This design comes from an exercise in tuning for small area and a short achievable clock period on the open sky130 flow, not from production work.
At most, simulation tests tie the RTL to the original design; equivalence was not proved.
Power figures rest on the tool's default switching activity, not on a simulated workload.

Setup of v11:
==> flow/design.v (excerpt) <==
module dr_core
(
    input        clock_480,
    input        reset,
    input  [4:0] data_in,
    output       data_out,
    output       underflow,
    output       overflow
);
wire z_crd, add_crd, drop_crd, drop_next;
CRD crd(
    .clock(clock_480),
    .reset(reset),
    .data(data_in),
    .Z(z_crd),
    .ADD(add_crd),
    .DROP(drop_crd),
    .DROP_w(drop_next)
);
ad_fifo #(.N(41)) fifo
(
    .Clock(clock_480),
    .Reset(reset),
    .Z(z_crd),
    .Add(add_crd),
    .Drop(drop_crd),
    .DropNext(drop_next),
    .Underflow(underflow),
    .Overflow(overflow),
    .Data(data_out)
);
endmodule
Size in the first run: ~540 cells after synthesis, roughly 10 I/O pins.
==> module CRD, before the edit <==
module CRD(
    input clock,
    input reset,
    input [4:0] data,
    output reg Z,
    output reg ADD,
    output reg DROP,
    output DROP_w
);
reg [4:0] data_r;
reg [4:0] P;                    
reg [4:0] ph;                   
wire [4:0] flag_w = data ^ {5{data_r[4]}};
wire [4:0] pick = {flag_w[2] & ~flag_w[1] & ~flag_w[0],
                   flag_w[1] & ~flag_w[0],
                   flag_w[0],
                   flag_w[4] & ~flag_w[3] & ~flag_w[2] & ~flag_w[1] & ~flag_w[0],
                   flag_w[3] & ~flag_w[2] & ~flag_w[1] & ~flag_w[0]};
wire [4:0] P_w = (data == data_r) ? P : pick;
wire [4:0] ph_w = (|P) ? P : ph;
wire ADD_w = ph[0] & P[4];
assign DROP_w = ph[4] & P[0];
always @(posedge clock) begin
    if (reset) begin
        data_r <= 5'b0;
        P <= 5'b0;
        ph <= 5'b00001;
    end else begin
        data_r <= data;
        P <= P_w;
        ph <= ph_w;
    end
    Z <= ADD_w ^ (|(data_r & ph_w));
    ADD <= ADD_w;
    DROP <= DROP_w;
end
endmodule
==> module ad_fifo, before the edit <==
module ad_fifo #(parameter N = 41)
(
    input  Clock, Reset,
    input  Z, Add, Drop, DropNext,
    output reg Underflow, Overflow, Data
);
localparam M = N / 2;           
reg [N-1:2] e_q, f_q;           
reg [N-1:1] d_q;
reg a1, z1;                     
reg [N-1:0] h;                  
reg T;                          
reg [4:0] lf;                   
reg go;                         
wire [N-1:0] mask = ~({{(N-1){1'b0}}, ~go} << M);
wire [N-1:0] d = {d_q, Drop} & mask;
wire [N-1:0] e = {e_q, a1 | (Add & d_q[1]), Add};
wire [N-1:0] f = {f_q, d_q[1] ? Z : z1, ~Drop & Z};
wire [N-1:0] hs = (h & ~d) | ({1'b0, h[N-1:1]} & {1'b0, d[N-1:1]});
wire [N-1:0] h_n = T ? {h[N-2:0], 1'b0} : hs;
wire T_n = go & ~T & (|(h & e));
wire data_n = T ? ~Data & ~Overflow : go & (|(h & f));
wire under_n = ~T & hs[0] & ~Add & DropNext;
wire over_n = ~T & h[N-1] & e[N-1] & ~d[N-1];
always @(posedge Clock) begin
    e_q <= e[N-2:1];
    f_q <= f[N-2:1];
    a1 <= Add;
    z1 <= Z;
    d_q <= {d_q[N-2:1], Drop};
    if (Reset) begin
        h <= {{(N-1){1'b0}}, 1'b1} << M;
        T <= 1'b0;
        lf <= 5'b00001;
        go <= 1'b0;
        Data <= 1'b0;
        Underflow <= 1'b0;
        Overflow <= 1'b0;
    end else begin
        h <= h_n;
        T <= T_n;
        lf <= {lf[3:0], lf[4] ^ lf[2]};
        go <= go | (lf == LF21);
        Data <= data_n;
        Underflow <= under_n;
        Overflow <= over_n;
    end
end
localparam [4:0] LF21 = 5'b11011;
endmodule
Settings: LEC_CHECK=0, CAP_MARGIN=20, CORE_MARGIN=2, CORE_UTILIZATION=60, CTS_BUF_LIST=sky130_fd_sc_hd__clkbuf_8, PLACE_DENSITY=0.75, SETUP_SLACK_MARGIN=1.75, SLEW_MARGIN=20; clock period 3.3 ns.
run.sh (not shown) runs the stock make flow with config.mk's settings and CLKGATE_MAP_FILE= SYNTH_SCRIPT=/design/flow/synth_recipe.tcl, a recipe that flattens the netlist after the stock synthesis.
v11 reached the end of the flow, and the finished layout is clean on the timing, DRC and antenna checks.
### v11 -> v31
diff --git a/flow/design.v b/flow/design.v
--- a/flow/design.v
+++ b/flow/design.v
@@ -24,16 +24,19 @@
     if (reset) begin
         data_r <= 5'b0;
         P <= 5'b0;
         ph <= 5'b00001;
+        Z <= 1'b0;
+        ADD <= 1'b0;
+        DROP <= 1'b0;
     end else begin
         data_r <= data;
         P <= P_w;
         ph <= ph_w;
+        Z <= ADD_w ^ (|(data_r & ph_w));
+        ADD <= ADD_w;
+        DROP <= DROP_w;
     end
-    Z <= ADD_w ^ (|(data_r & ph_w));
-    ADD <= ADD_w;
-    DROP <= DROP_w;
 end
 endmodule
 module ad_fifo #(parameter N = 41)
 (
@@ -46,45 +49,40 @@
 reg [N-1:1] d_q;
 reg a1, z1;                     
 reg [N-1:0] h;                  
 reg T;                          
-reg [4:0] lf;                   
 reg go;                         
-wire [N-1:0] mask = ~({{(N-1){1'b0}}, ~go} << M);
-wire [N-1:0] d = {d_q, Drop} & mask;
+wire [N-1:0] d = {d_q, Drop};
 wire [N-1:0] e = {e_q, a1 | (Add & d_q[1]), Add};
 wire [N-1:0] f = {f_q, d_q[1] ? Z : z1, ~Drop & Z};
 wire [N-1:0] hs = (h & ~d) | ({1'b0, h[N-1:1]} & {1'b0, d[N-1:1]});
-wire [N-1:0] h_n = T ? {h[N-2:0], 1'b0} : hs;
+wire [N-1:0] h_n = (T | ~go) ? {h[N-2:0], 1'b0} : hs;
 wire T_n = go & ~T & (|(h & e));
 wire data_n = T ? ~Data & ~Overflow : go & (|(h & f));
-wire under_n = ~T & hs[0] & ~Add & DropNext;
+wire under_n = go & ~T & hs[0] & ~Add & DropNext;
 wire over_n = ~T & h[N-1] & e[N-1] & ~d[N-1];
 always @(posedge Clock) begin
     e_q <= e[N-2:1];
     f_q <= f[N-2:1];
     a1 <= Add;
     z1 <= Z;
     d_q <= {d_q[N-2:1], Drop};
     if (Reset) begin
-        h <= {{(N-1){1'b0}}, 1'b1} << M;
+        h <= {{(N-1){1'b0}}, 1'b1};
         T <= 1'b0;
-        lf <= 5'b00001;
         go <= 1'b0;
         Data <= 1'b0;
         Underflow <= 1'b0;
         Overflow <= 1'b0;
     end else begin
         h <= h_n;
         T <= T_n;
-        lf <= {lf[3:0], lf[4] ^ lf[2]};
-        go <= go | (lf == LF21);
+        go <= go | h[M-1];
         Data <= data_n;
         Underflow <= under_n;
         Overflow <= over_n;
     end
 end
-localparam [4:0] LF21 = 5'b11011;
 endmodule
 module dr_core
 (
     input        clock_480,
- Diff v11 -> v31: sequential share of layout area higher; global routing usage on met3 now smaller; number of instances in the synthesized netlist decreased 43; number of iterations in the first detailed-routing pass decreased 1.
- Met3 wirelength from detailed routing (higher): v11
- v31 reached the end of the flow, and the finished layout is clean on the timing, DRC and antenna checks.

The RTL this note starts from:
==> flow/design.v <==
module CRD(
    input clock,
    input reset,
    input [4:0] data,
    output reg Z,
    output reg ADD,
    output reg DROP,
    output DROP_w
);
reg [4:0] data_r;
reg [4:0] P;                    
reg [4:0] ph;                   
wire [4:0] flag_w = data ^ {5{data_r[4]}};
wire [4:0] pick = {flag_w[2] & ~flag_w[1] & ~flag_w[0],
                   flag_w[1] & ~flag_w[0],
                   flag_w[0],
                   flag_w[4] & ~flag_w[3] & ~flag_w[2] & ~flag_w[1] & ~flag_w[0],
                   flag_w[3] & ~flag_w[2] & ~flag_w[1] & ~flag_w[0]};
wire [4:0] P_w = (data == data_r) ? P : pick;
wire [4:0] ph_w = (|P) ? P : ph;
wire ADD_w = ph[0] & P[4];
assign DROP_w = ph[4] & P[0];
always @(posedge clock) begin
    if (reset) begin
        data_r <= 5'b0;
        P <= 5'b0;
        ph <= 5'b00001;
    end else begin
        data_r <= data;
        P <= P_w;
        ph <= ph_w;
    end
    Z <= ADD_w ^ (|(data_r & ph_w));
    ADD <= ADD_w;
    DROP <= DROP_w;
end
endmodule
module ad_fifo #(parameter N = 41)
(
    input  Clock, Reset,
    input  Z, Add, Drop, DropNext,
    output reg Underflow, Overflow, Data
);
localparam M = N / 2;           
reg [N-1:1] z_q;
reg [N-1:1] a_q, d_q;           
reg [N-1:0] h;                  
reg T;                          
reg [4:0] lf;                   
reg go;                         
wire [N-1:0] mask = ~({{(N-1){1'b0}}, ~go} << M);
wire [N-1:0] a = {a_q, Add} & mask;
wire [N-1:0] d = {d_q, Drop} & mask;
wire [N-1:0] z = {z_q, Z};
wire [N-1:0] hs = (h & ~d) | ({1'b0, h[N-1:1]} & {1'b0, d[N-1:1]});
wire [N-1:0] h_n = T ? {h[N-2:0], 1'b0} : hs;
wire T_n = ~T & (|(a & hs));
wire data_n = T ? ~Data & ~Overflow : go & (|(z & hs));
wire under_n = ~T & hs[0] & ~a[0] & DropNext;
wire over_n = ~T & h[N-1] & a[N-1];
always @(posedge Clock) begin
    z_q <= z[N-2:0];
    a_q <= {a_q[N-2:1], Add};
    d_q <= {d_q[N-2:1], Drop};
    if (Reset) begin
        h <= {{(N-1){1'b0}}, 1'b1} << M;
        T <= 1'b0;
        lf <= 5'b00001;
        go <= 1'b0;
        Data <= 1'b0;
        Underflow <= 1'b0;
        Overflow <= 1'b0;
    end else begin
        h <= h_n;
        T <= T_n;
        lf <= {lf[3:0], lf[4] ^ lf[2]};
        go <= go | (lf == LF21);
        Data <= data_n;
        Underflow <= under_n;
        Overflow <= over_n;
    end
end
localparam [4:0] LF21 = 5'b11011;
endmodule
module dr_core
(
    input        clock_480,
    input        reset,
    input  [4:0] data_in,
    output       data_out,
    output       underflow,
    output       overflow
);
wire z_crd, add_crd, drop_crd, drop_next;
CRD crd(
    .clock(clock_480),
    .reset(reset),
    .data(data_in),
    .Z(z_crd),
    .ADD(add_crd),
    .DROP(drop_crd),
    .DROP_w(drop_next)
);
ad_fifo #(.N(41)) fifo
(
    .Clock(clock_480),
    .Reset(reset),
    .Z(z_crd),
    .Add(add_crd),
    .Drop(drop_crd),
    .DropNext(drop_next),
    .Underflow(underflow),
    .Overflow(overflow),
    .Data(data_out)
);
endmodule
Settings: LEC_CHECK=0, CAP_MARGIN=20, CORE_MARGIN=2, CORE_UTILIZATION=60, CTS_BUF_LIST=sky130_fd_sc_hd__clkbuf_8, PLACE_DENSITY=0.75, SETUP_SLACK_MARGIN=1.9, SLEW_MARGIN=20; clock period 3.3 ns.
Next try:
--- a/flow/design.v
+++ b/flow/design.v
@@ -39,42 +39,67 @@
 (
     input  Clock, Reset,
     input  Z, Add, Drop, DropNext,
     output reg Underflow, Overflow, Data
 );
 localparam M = N / 2;           
-reg [N-1:1] z_q;
-reg [N-1:1] a_q, d_q;           
-reg [N-1:0] h;                  
-reg T;                          
+localparam NG = (N + 6) / 7;    
+reg [N-1:1] z_q, a_q, d_q;      
+reg [NG-1:0] G;
+reg [6:0] J;
+reg T;
 reg [4:0] lf;                   
 reg go;                         
 wire [N-1:0] mask = ~({{(N-1){1'b0}}, ~go} << M);
 wire [N-1:0] a = {a_q, Add} & mask;
 wire [N-1:0] d = {d_q, Drop} & mask;
 wire [N-1:0] z = {z_q, Z};
-wire [N-1:0] hs = (h & ~d) | ({1'b0, h[N-1:1]} & {1'b0, d[N-1:1]});
-wire [N-1:0] h_n = T ? {h[N-2:0], 1'b0} : hs;
-wire T_n = ~T & (|(a & hs));
-wire data_n = T ? ~Data & ~Overflow : go & (|(z & hs));
-wire under_n = ~T & hs[0] & ~a[0] & DropNext;
-wire over_n = ~T & h[N-1] & a[N-1];
+wire [N-1:0] e = a | ({a[N-2:0], 1'b0} & d);       
+wire [N-1:0] f = (d & {z[N-2:0], 1'b0}) | (~d & z);  
+function sel;
+    input [NG*7-1:0] v;
+    input [NG-1:0] g;
+    input [6:0] jj;
+    integer k;
+    reg [NG-1:0] s;
+    begin
+        for (k = 0; k < NG; k = k + 1)
+            s[k] = g[k] & (|(jj & v[7*k +: 7]));
+        sel = |s;
+    end
+endfunction
+wire [NG*7-1:0] ex = e, fx = f, dx = d;
+wire add_hit = sel(ex, G, J);
+wire drop_hit = sel(dx, G, J);
+wire out_bit = sel(fx, G, J);
+wire h0 = G[0] & J[0], h1 = G[0] & J[1];
+wire h40 = G[(N-1)/7] & J[(N-1)%7];
+wire T_n = ~T & add_hit;
+wire data_n = T ? ~Data & ~Overflow : go & out_bit;
+wire under_n = ~T & ((h0 & ~d[0]) | (h1 & d[1])) & ~a[0] & DropNext;
+wire over_n = ~T & h40 & a[N-1];
+wire right = T, left = ~T & drop_hit;
+wire [6:0] J_n = right ? {J[5:0], J[6]} : left ? {J[0], J[6:1]} : J;
+wire [NG-1:0] G_n = (right & J[6]) ? {G[NG-2:0], 1'b0} :
+                    (left & J[0]) ? {1'b0, G[NG-1:1]} : G;
 always @(posedge Clock) begin
     z_q <= z[N-2:0];
     a_q <= {a_q[N-2:1], Add};
     d_q <= {d_q[N-2:1], Drop};
     if (Reset) begin
-        h <= {{(N-1){1'b0}}, 1'b1} << M;
+        G <= {{(NG-1){1'b0}}, 1'b1} << (M / 7);
+        J <= 7'b1 << (M % 7);
         T <= 1'b0;
         lf <= 5'b00001;
         go <= 1'b0;
         Data <= 1'b0;
         Underflow <= 1'b0;
         Overflow <= 1'b0;
     end else begin
-        h <= h_n;
+        G <= G_n;
+        J <= J_n;
         T <= T_n;
         lf <= {lf[3:0], lf[4] ^ lf[2]};
         go <= go | (lf == LF21);
         Data <= data_n;
         Underflow <= under_n;
         Overflow <= over_n;
Outcome: Non-clock buffer count rose by 21. Via count rose by 6.0%. Cell area drops by 6.3%. Cell count went down by 11%. Setup slack degrades by 0.55 ns. Sequential power falls by 12%. Clock-buffer cell count went down by 4. Worst hold slack is better by 0.0094 ns. Critical path depth increases by 6. Wire length rose by 9.6%. Area after synthesis goes down by 10%. Fmax fell by 26%. Total power falls by 1.7%.
Only the layout flow was run in the second run of this note; the RTL was not checked for function there.

afterwards: timing with drivers on the ports:
How much do the figures lean on ideal ports? The routed layouts below were timed once more, with nothing changed but the port constraints.
Step 1 sets driving cells, clkbuf_16 on the clock port and buf_2 on the other inputs (assumed; they add their load-dependent delay and slew).
Step 2 adds t to the input delays and takes it off the output delays; t is the mean of the earliest and latest rising clock arrival at the registers after step 1. Input paths then give back, and output paths get back, about the clock's delay inside the block.
Three values: ideal ports, drivers, drivers and shift; two values: the first two.
run	t, ns	setup WS [ns]	latest minus earliest clock arrival (ns)
v11	0.484	1.736 / 1.701 / 1.269	0.016 / 0.016
v31	0.459	1.688 / 1.688 / 1.383	0.015 / 0.016
the first run of note 2	0.472	1.743 / 1.709 / 1.476	0.011 / 0.010
the second run of note 2	0.480	1.193 / 1.193 / 1.193	0.012 / 0.012
After both steps every run listed still meets setup and hold. The setup slack of v11, which loses most, moves by -0.035 ns with the drivers and by -0.467 ns with both steps.
